What follows belongs to an exercise in optimizing a design on an open flow for small area; a production flow would make more cautious choices.
Only simulation tests tie the RTL to the original design; equivalence was not proved.

==> inputs of 01-23 <==
## NoC_flattened_butterfly
module NoC_flattened_butterfly #(
    parameter DATA_W = 8,
    parameter FIFO_DEPTH = 8,
    parameter NODE_PER_ROW = 4,
    parameter NODE_PER_COL = 4
) (
    input clk,
    input rst,
    input [0:NODE_PER_ROW*NODE_PER_COL-1] valid_i_NoC,
    input [0:DATA_W*NODE_PER_ROW*NODE_PER_COL-1] data_i_NoC,
    input [0:NODE_PER_ROW*NODE_PER_COL-1] off_sigs_i_NoC,
    output [0:NODE_PER_ROW*NODE_PER_COL-1] valid_o_NoC,
    output [0:DATA_W*NODE_PER_ROW*NODE_PER_COL-1] data_o_NoC,
    output [0:NODE_PER_ROW*NODE_PER_COL-1] off_sigs_o_NoC
    );
==> module fifo, before the edit <==
module fifo #(
    parameter DATA_W = 8
)(
    input clk,
    input rst,
    input wr_en,
    input rd_en,
    input [DATA_W-1:0] data_i,
    output empty,
    output almost_full,
    output [DATA_W-1:0] data_o
    );
reg [2:0] b;
reg [DATA_W-1:0] m0, m1, m2, m3, m4, m5;
wire n0 = wr_en ? (rd_en ? b[0] : ~b[1]) : (rd_en ? b[1] : b[0]);
wire n1 = wr_en ? (rd_en ? b[1] : b[0]) : (rd_en ? ~b[0] : b[1]);
wire n2 = wr_en ? (b[2] | (~rd_en & b[1] & ~b[0])) : (b[2] & ~(rd_en & ~b[0]));
always @(posedge clk) begin
    if (rst)
        b <= 3'b000;
    else
        b <= {n2, n1, n0};
end
always @(posedge clk) begin
    if (wr_en) begin
        m0 <= data_i;
        m1 <= m0;
        m2 <= m1;
        m3 <= m2;
        m4 <= m3;
        m5 <= m4;
    end
end
wire s0 = ~b[2] & ~b[1];                 
wire s1 = ~b[2] & b[1] & b[0];           
wire s2 = b[1] & ~b[0];                  
wire s3 = ~b[1] & ~b[0];                 
wire s4 = b[2] & ~b[1] & b[0];           
wire s5 = b[2] & b[1];                   
wire [DATA_W-1:0] t0 = ~(({DATA_W{s0}} & m0) | ({DATA_W{s1}} & m1) | ({DATA_W{s2}} & m2));
wire [DATA_W-1:0] t1 = ~(({DATA_W{s3}} & m3) | ({DATA_W{s4}} & m4) | ({DATA_W{s5}} & m5));
assign data_o = ~(t0 & t1);
assign empty = ~(b[2] | b[1] | b[0]);
assign almost_full = b[2] & b[1];
endmodule
==> module roundrobin_arbiter, before the edit <==
module roundrobin_arbiter #(
    parameter N = 7,
    parameter PW = 3
)(
    input clk,
    input rst,
    input off_sig,
    input [N-1:0] requests,
    output [N-1:0] grants_out
    );
reg [PW-1:0] last;
wire [N-1:0] req = requests & {N{~off_sig}};
wire [N-1:0] m, sm, h, g;
reg [PW-1:0] idx;
genvar k;
for (k = 0; k < N; k = k + 1) begin : g_k
    assign m[k] = req[k] & (k < last);
    if (k == N-1) begin
        assign sm[k] = 1'b0;
        assign h[k] = 1'b0;
    end else begin
        assign sm[k] = sm[k+1] | m[k+1];
        assign h[k] = h[k+1] | req[k+1];
    end
end
wire a = sm[0] | m[0];
for (k = 0; k < N; k = k + 1) begin : g_g
    assign g[k] = (m[k] & ~sm[k]) | (req[k] & ~a & ~h[k]);
end
integer i;
always @(*) begin
    idx = {PW{1'b0}};
    for (i = 0; i < N; i = i + 1)
        if (g[i]) idx = idx | i;
end
assign grants_out = g;
always @(posedge clk) begin
    if (rst)
        last <= {PW{1'b0}};
    else if (~off_sig)
        last <= idx;
end
endmodule
Settings: LEC_CHECK=0, ABC_AREA=1, CAP_MARGIN=10, CORE_MARGIN=2, CORE_UTILIZATION=40, SLEW_MARGIN=10; clock period 10.0 ns.
standard.sh (not shown) runs the stock make flow with config.mk's settings and CLKGATE_MAP_FILE= SYNTH_SCRIPT=/design/flow/synth_recipe.tcl, a recipe that flattens the netlist after the stock synthesis.
==> flow/flow/run.sh <==
#!/bin/bash
# Layout flow: the standard ORFS flow (standard.sh), with two changes:
#  - Yosys maps the logic with an area-oriented ABC script (flow/area.abc);
#    the synthesis script, flip-flop mapping, flattening and renaming are
#    the standard flow's own.
#  - extra ORFS variables from flow/make.args are added to the make call
#    (clock tree buffers, port buffer cell).
# Each tool's full output is in orfs/logs/; make's own output is in flow.log.
set -euo pipefail
here=$(pwd)

# Synthesis script: the standard flow's, with abc's -script argument replaced.
{
  head -n 1 synth_recipe.tcl
  cat <<TCL
proc abc {args} {
  set i [lsearch -exact \$args -script]
  if {\$i >= 0} { lset args [expr {\$i + 1}] $here/flow/area.abc }
  puts "abc called with script $here/flow/area.abc"
  yosys abc {*}\$args
}
TCL
  tail -n +2 synth_recipe.tcl
} > my_synth.tcl

extra=""
if [[ -f flow/make.args ]]; then
  extra=$(grep -v '^#' flow/make.args | tr '\n' ' ')
fi
sed "s#SYNTH_SCRIPT=[^ ]*#SYNTH_SCRIPT=$here/my_synth.tcl $extra#" standard.sh > my_standard.sh
grep -q "SYNTH_SCRIPT=$here/my_synth.tcl" my_standard.sh

bash my_standard.sh "$@" > flow.log 2>&1
==> flow/flow/area.abc <==
strash
dch -f
amap
topo
==> flow/flow/make.args <==
CTS_ARGS='-sink_clustering_enable -repair_clock_nets -dont_use_dummy_load -sink_clustering_size 15 -sink_clustering_max_diameter 65 -buf_list {sky130_fd_sc_hd__clkbuf_8}'
BUFFER_PORTS_ARGS='-buffer_cell sky130_fd_sc_hd__buf_1'
==> 02-05: changes against 01-23 <==
--- a/flow/design.v
+++ b/flow/design.v
@@ -10,14 +10,13 @@
     output almost_full,
-    output [DATA_W-1:0] data_o
-    );
-reg [2:0] b;
+    output reg [DATA_W-1:0] data_o
+    );
+reg [2:0] cnt;
 reg [DATA_W-1:0] m0, m1, m2, m3, m4, m5;
-wire n0 = wr_en ? (rd_en ? b[0] : ~b[1]) : (rd_en ? b[1] : b[0]);
-wire n1 = wr_en ? (rd_en ? b[1] : b[0]) : (rd_en ? ~b[0] : b[1]);
-wire n2 = wr_en ? (b[2] | (~rd_en & b[1] & ~b[0])) : (b[2] & ~(rd_en & ~b[0]));
 always @(posedge clk) begin
     if (rst)
-        b <= 3'b000;
-    else
-        b <= {n2, n1, n0};
+        cnt <= 3'd0;
+    else if (wr_en & ~rd_en)
+        cnt <= cnt + 3'd1;
+    else if (rd_en & ~wr_en)
+        cnt <= cnt - 3'd1;
 end
@@ -33,13 +32,12 @@
 end
-wire s0 = ~b[2] & ~b[1];                 
-wire s1 = ~b[2] & b[1] & b[0];           
-wire s2 = b[1] & ~b[0];                  
-wire s3 = ~b[1] & ~b[0];                 
-wire s4 = b[2] & ~b[1] & b[0];           
-wire s5 = b[2] & b[1];                   
-wire [DATA_W-1:0] t0 = ~(({DATA_W{s0}} & m0) | ({DATA_W{s1}} & m1) | ({DATA_W{s2}} & m2));
-wire [DATA_W-1:0] t1 = ~(({DATA_W{s3}} & m3) | ({DATA_W{s4}} & m4) | ({DATA_W{s5}} & m5));
-assign data_o = ~(t0 & t1);
-assign empty = ~(b[2] | b[1] | b[0]);
-assign almost_full = b[2] & b[1];
+always @(*) begin
+    case (cnt[1:0])
+        2'd0: data_o = m3;
+        2'd1: data_o = cnt[2] ? m4 : m0;
+        2'd2: data_o = cnt[2] ? m5 : m1;
+        default: data_o = m2;
+    endcase
+end
+assign empty = (cnt == 3'd0);
+assign almost_full = cnt[2] & cnt[1];
 endmodule
@@ -56,27 +54,27 @@
 reg [PW-1:0] last;
-wire [N-1:0] req = requests & {N{~off_sig}};
-wire [N-1:0] m, sm, h, g;
+reg [N-1:0] masked, grants;
 reg [PW-1:0] idx;
-genvar k;
-for (k = 0; k < N; k = k + 1) begin : g_k
-    assign m[k] = req[k] & (k < last);
-    if (k == N-1) begin
-        assign sm[k] = 1'b0;
-        assign h[k] = 1'b0;
+integer k;
+always @(*) begin
+    for (k = 0; k < N; k = k + 1)
+        masked[k] = requests[k] & (k < last);
+    grants = {N{1'b0}};
+    idx = {PW{1'b0}};
+    if (|masked) begin
+        for (k = 0; k < N; k = k + 1)
+            if (masked[k]) begin
+                grants = {N{1'b0}};
+                grants[k] = 1'b1;
+                idx = k;
+            end
     end else begin
-        assign sm[k] = sm[k+1] | m[k+1];
-        assign h[k] = h[k+1] | req[k+1];
+        for (k = 0; k < N; k = k + 1)
+            if (requests[k]) begin
+                grants = {N{1'b0}};
+                grants[k] = 1'b1;
+                idx = k;
+            end
     end
 end
-wire a = sm[0] | m[0];
-for (k = 0; k < N; k = k + 1) begin : g_g
-    assign g[k] = (m[k] & ~sm[k]) | (req[k] & ~a & ~h[k]);
-end
-integer i;
-always @(*) begin
-    idx = {PW{1'b0}};
-    for (i = 0; i < N; i = i + 1)
-        if (g[i]) idx = idx | i;
-end
-assign grants_out = g;
+assign grants_out = off_sig ? {N{1'b0}} : grants;
 always @(posedge clk) begin
==> flow/run.sh (new file) <==
#!/bin/bash
# synth_recipe.tcl (not shown) runs the flow's synth.tcl, then flattens the netlist and writes it again
# the make line also repeats each setting of config.mk as NAME=value (left out here)
make -C /OpenROAD-flow-scripts/flow DESIGN_CONFIG=/design/flow/config.mk WORK_HOME=/design/flow/orfs CLKGATE_MAP_FILE= SYNTH_SCRIPT=/design/flow/synth_recipe.tcl finish
CAP_MARGIN = 20   (was 10)
SLEW_MARGIN = 20   (was 10)
removed: flow/flow/run.sh
removed: flow/flow/area.abc
removed: flow/flow/make.args
removed: flow/standard.sh
==> 07-08: changes against 01-23 <==
--- a/flow/design.v
+++ b/flow/design.v
@@ -14,5 +14,5 @@
 reg [DATA_W-1:0] m0, m1, m2, m3, m4, m5;
-wire n0 = wr_en ? (rd_en ? b[0] : ~b[1]) : (rd_en ? b[1] : b[0]);
-wire n1 = wr_en ? (rd_en ? b[1] : b[0]) : (rd_en ? ~b[0] : b[1]);
-wire n2 = wr_en ? (b[2] | (~rd_en & b[1] & ~b[0])) : (b[2] & ~(rd_en & ~b[0]));
+wire n0 = (b[1] & ~wr_en & rd_en) | (~b[1] & wr_en & ~rd_en) | (b[0] & wr_en & rd_en) | (b[0] & ~wr_en & ~rd_en);
+wire n1 = (b[1] & ~wr_en & ~rd_en) | (b[0] & wr_en & ~rd_en) | (b[1] & wr_en & rd_en) | (~b[0] & ~wr_en & rd_en);
+wire n2 = (b[2] & wr_en) | (b[0] & b[2]) | (~b[0] & b[1] & wr_en & ~rd_en) | (b[2] & ~rd_en);
 always @(posedge clk) begin
@@ -33,8 +33,8 @@
 end
-wire s0 = ~b[2] & ~b[1];                 
-wire s1 = ~b[2] & b[1] & b[0];           
-wire s2 = b[1] & ~b[0];                  
-wire s3 = ~b[1] & ~b[0];                 
-wire s4 = b[2] & ~b[1] & b[0];           
-wire s5 = b[2] & b[1];                   
+wire s0 = (~b[1] & ~b[2]);
+wire s1 = (b[0] & b[1] & ~b[2]);
+wire s2 = (~b[0] & b[1]);
+wire s3 = (~b[0] & ~b[1]);
+wire s4 = (b[0] & ~b[1] & b[2]);
+wire s5 = (b[1] & b[2]);
 wire [DATA_W-1:0] t0 = ~(({DATA_W{s0}} & m0) | ({DATA_W{s1}} & m1) | ({DATA_W{s2}} & m2));
@@ -42,4 +42,4 @@
 assign data_o = ~(t0 & t1);
-assign empty = ~(b[2] | b[1] | b[0]);
-assign almost_full = b[2] & b[1];
+assign empty = (~b[0] & ~b[1] & ~b[2]);
+assign almost_full = (b[1] & b[2]);
 endmodule
@@ -58,6 +58,21 @@
 wire [N-1:0] m, sm, h, g;
-reg [PW-1:0] idx;
+wire [PW-1:0] idx;
+generate if (N == 7) begin : g_n7
+    assign m[0] = req[0] & ((last[2]) | (last[0]) | (last[1]));
+    assign m[1] = req[1] & ((last[2]) | (last[1]));
+    assign m[2] = req[2] & ((~last[0] & last[1]) | (last[2]));
+    assign m[3] = req[3] & ((~last[0] & last[1]) | (~last[0] & last[2]));
+    assign m[4] = req[4] & ((~last[0] & last[2]));
+    assign m[5] = req[5] & ((~last[0] & ~last[1] & last[2]));
+    assign m[6] = 1'b0;
+    assign idx = {(g[3] | g[5] | g[6]), (g[2] | g[4] | g[5]), (g[1] | g[2] | g[3])};
+ end else begin : g_n4
+    assign m[0] = req[0] & ((last[0]) | (last[1]));
+    assign m[1] = req[1] & ((last[1]));
+    assign m[2] = req[2] & ((last[0] & last[1]));
+    assign m[3] = 1'b0;
+    assign idx = {(g[2] | g[3]), (g[1] | g[3])};
+ end endgenerate
 genvar k;
 for (k = 0; k < N; k = k + 1) begin : g_k
-    assign m[k] = req[k] & (k < last);
     if (k == N-1) begin
@@ -73,8 +88,2 @@
     assign g[k] = (m[k] & ~sm[k]) | (req[k] & ~a & ~h[k]);
-end
-integer i;
-always @(*) begin
-    idx = {PW{1'b0}};
-    for (i = 0; i < N; i = i + 1)
-        if (g[i]) idx = idx | i;
 end
==> flow/flow/area.abc (replaced) <==
strash
dch -f
amap -F 16 -A 16 -C 2000
topo
==> flow/flow/make.args (replaced) <==
CTS_ARGS='-sink_clustering_enable -repair_clock_nets -dont_use_dummy_load -sink_clustering_size 17 -sink_clustering_max_diameter 65 -buf_list {sky130_fd_sc_hd__clkbuf_8}'
BUFFER_PORTS_ARGS='-buffer_cell sky130_fd_sc_hd__buf_1'
CAP_MARGIN = 20   (was 10)
CORE_UTILIZATION = 55   (was 40)
PLACE_DENSITY = 0.7   (was default)
SLEW_MARGIN = 20   (was 10)
==> impl_metrics.tcl <==
set metrics [dict create \
    status "no timing/DRC/antenna violations" \
    root_buffer "clkbuf_8" \
    synth_common_cells "edfxtp_1, nor2_1, clkinv_1" \
    multi_input_area_share_pct 23.74 \
]
The numbers above come from 01-23.

==> impl_metrics.tcl <==
set metrics [dict create \
    root_buffer "clkbuf_8" \
    status "no timing/DRC/antenna violations" \
    die_h_um 548.1 \
    start_kind "flip-flop" \
    multi_input_area_share_pct 22.40 \
    yosysUniqueCellTypes 42 \
    synth_common_cells "edfxtp_1, a222oi_1, clkinv_1" \
    whs_endpoint "g_r[3].g_c[2].router_inst.g_colq[1].q.m2[0]" \
]
The numbers above come from 07-08.

==> impl_metrics.tcl <==
set metrics [dict create \
    status "no timing/DRC/antenna violations" \
    whs_endpoint "g_r[2].g_c[1].router_inst.g_colq[2].q.m3[1]" \
    cp_slowest_cell "dfxtp_1" \
    grt_max_degree 141 \
    use_met1_pct 33.40 \
    root_buffer "clkbuf_16" \
    cts_hold_buf 0 \
    multi_input_area_share_pct 28.13 \
]
The numbers above come from 02-05.

[re-timing with driven ports]
In the flow no input, the clock included, has a driving cell. The finished layouts below were timed again as built, in two steps.
Step 1: set_driving_cell puts a clkbuf_16 on clk and a buf_2 on each other input, an assumption about the parent block.
Step 2 moves the port delays by t, midway between the first and last clock arrival at a register: inputs arrive t later, outputs are due t later. That takes back most of the time a late clock gives input paths.
Three values: ideal ports, drivers, drivers and shift; two values: the first two.
| run | t, ns | setup WS [ns] | hold slack, ns | worst setup path after step 2 | pins driven straight from the clock port |
|---|---|---|---|---|---|
| 01-23 | 1.192 | 0.401 / 0.294 / 1.357 | 0.382 / 0.382 / 0.382 | input to output | 1 |
| 02-05 | 1.119 | 2.701 / 2.581 / 3.378 | 0.360 / 0.360 / 0.360 | input to output | 1 |
| 07-08 | 1.130 | 1.391 / 1.290 / 1.629 | 0.374 / 0.374 / 0.374 | input to output | 1 |
After both steps setup and hold are still met in every run listed.
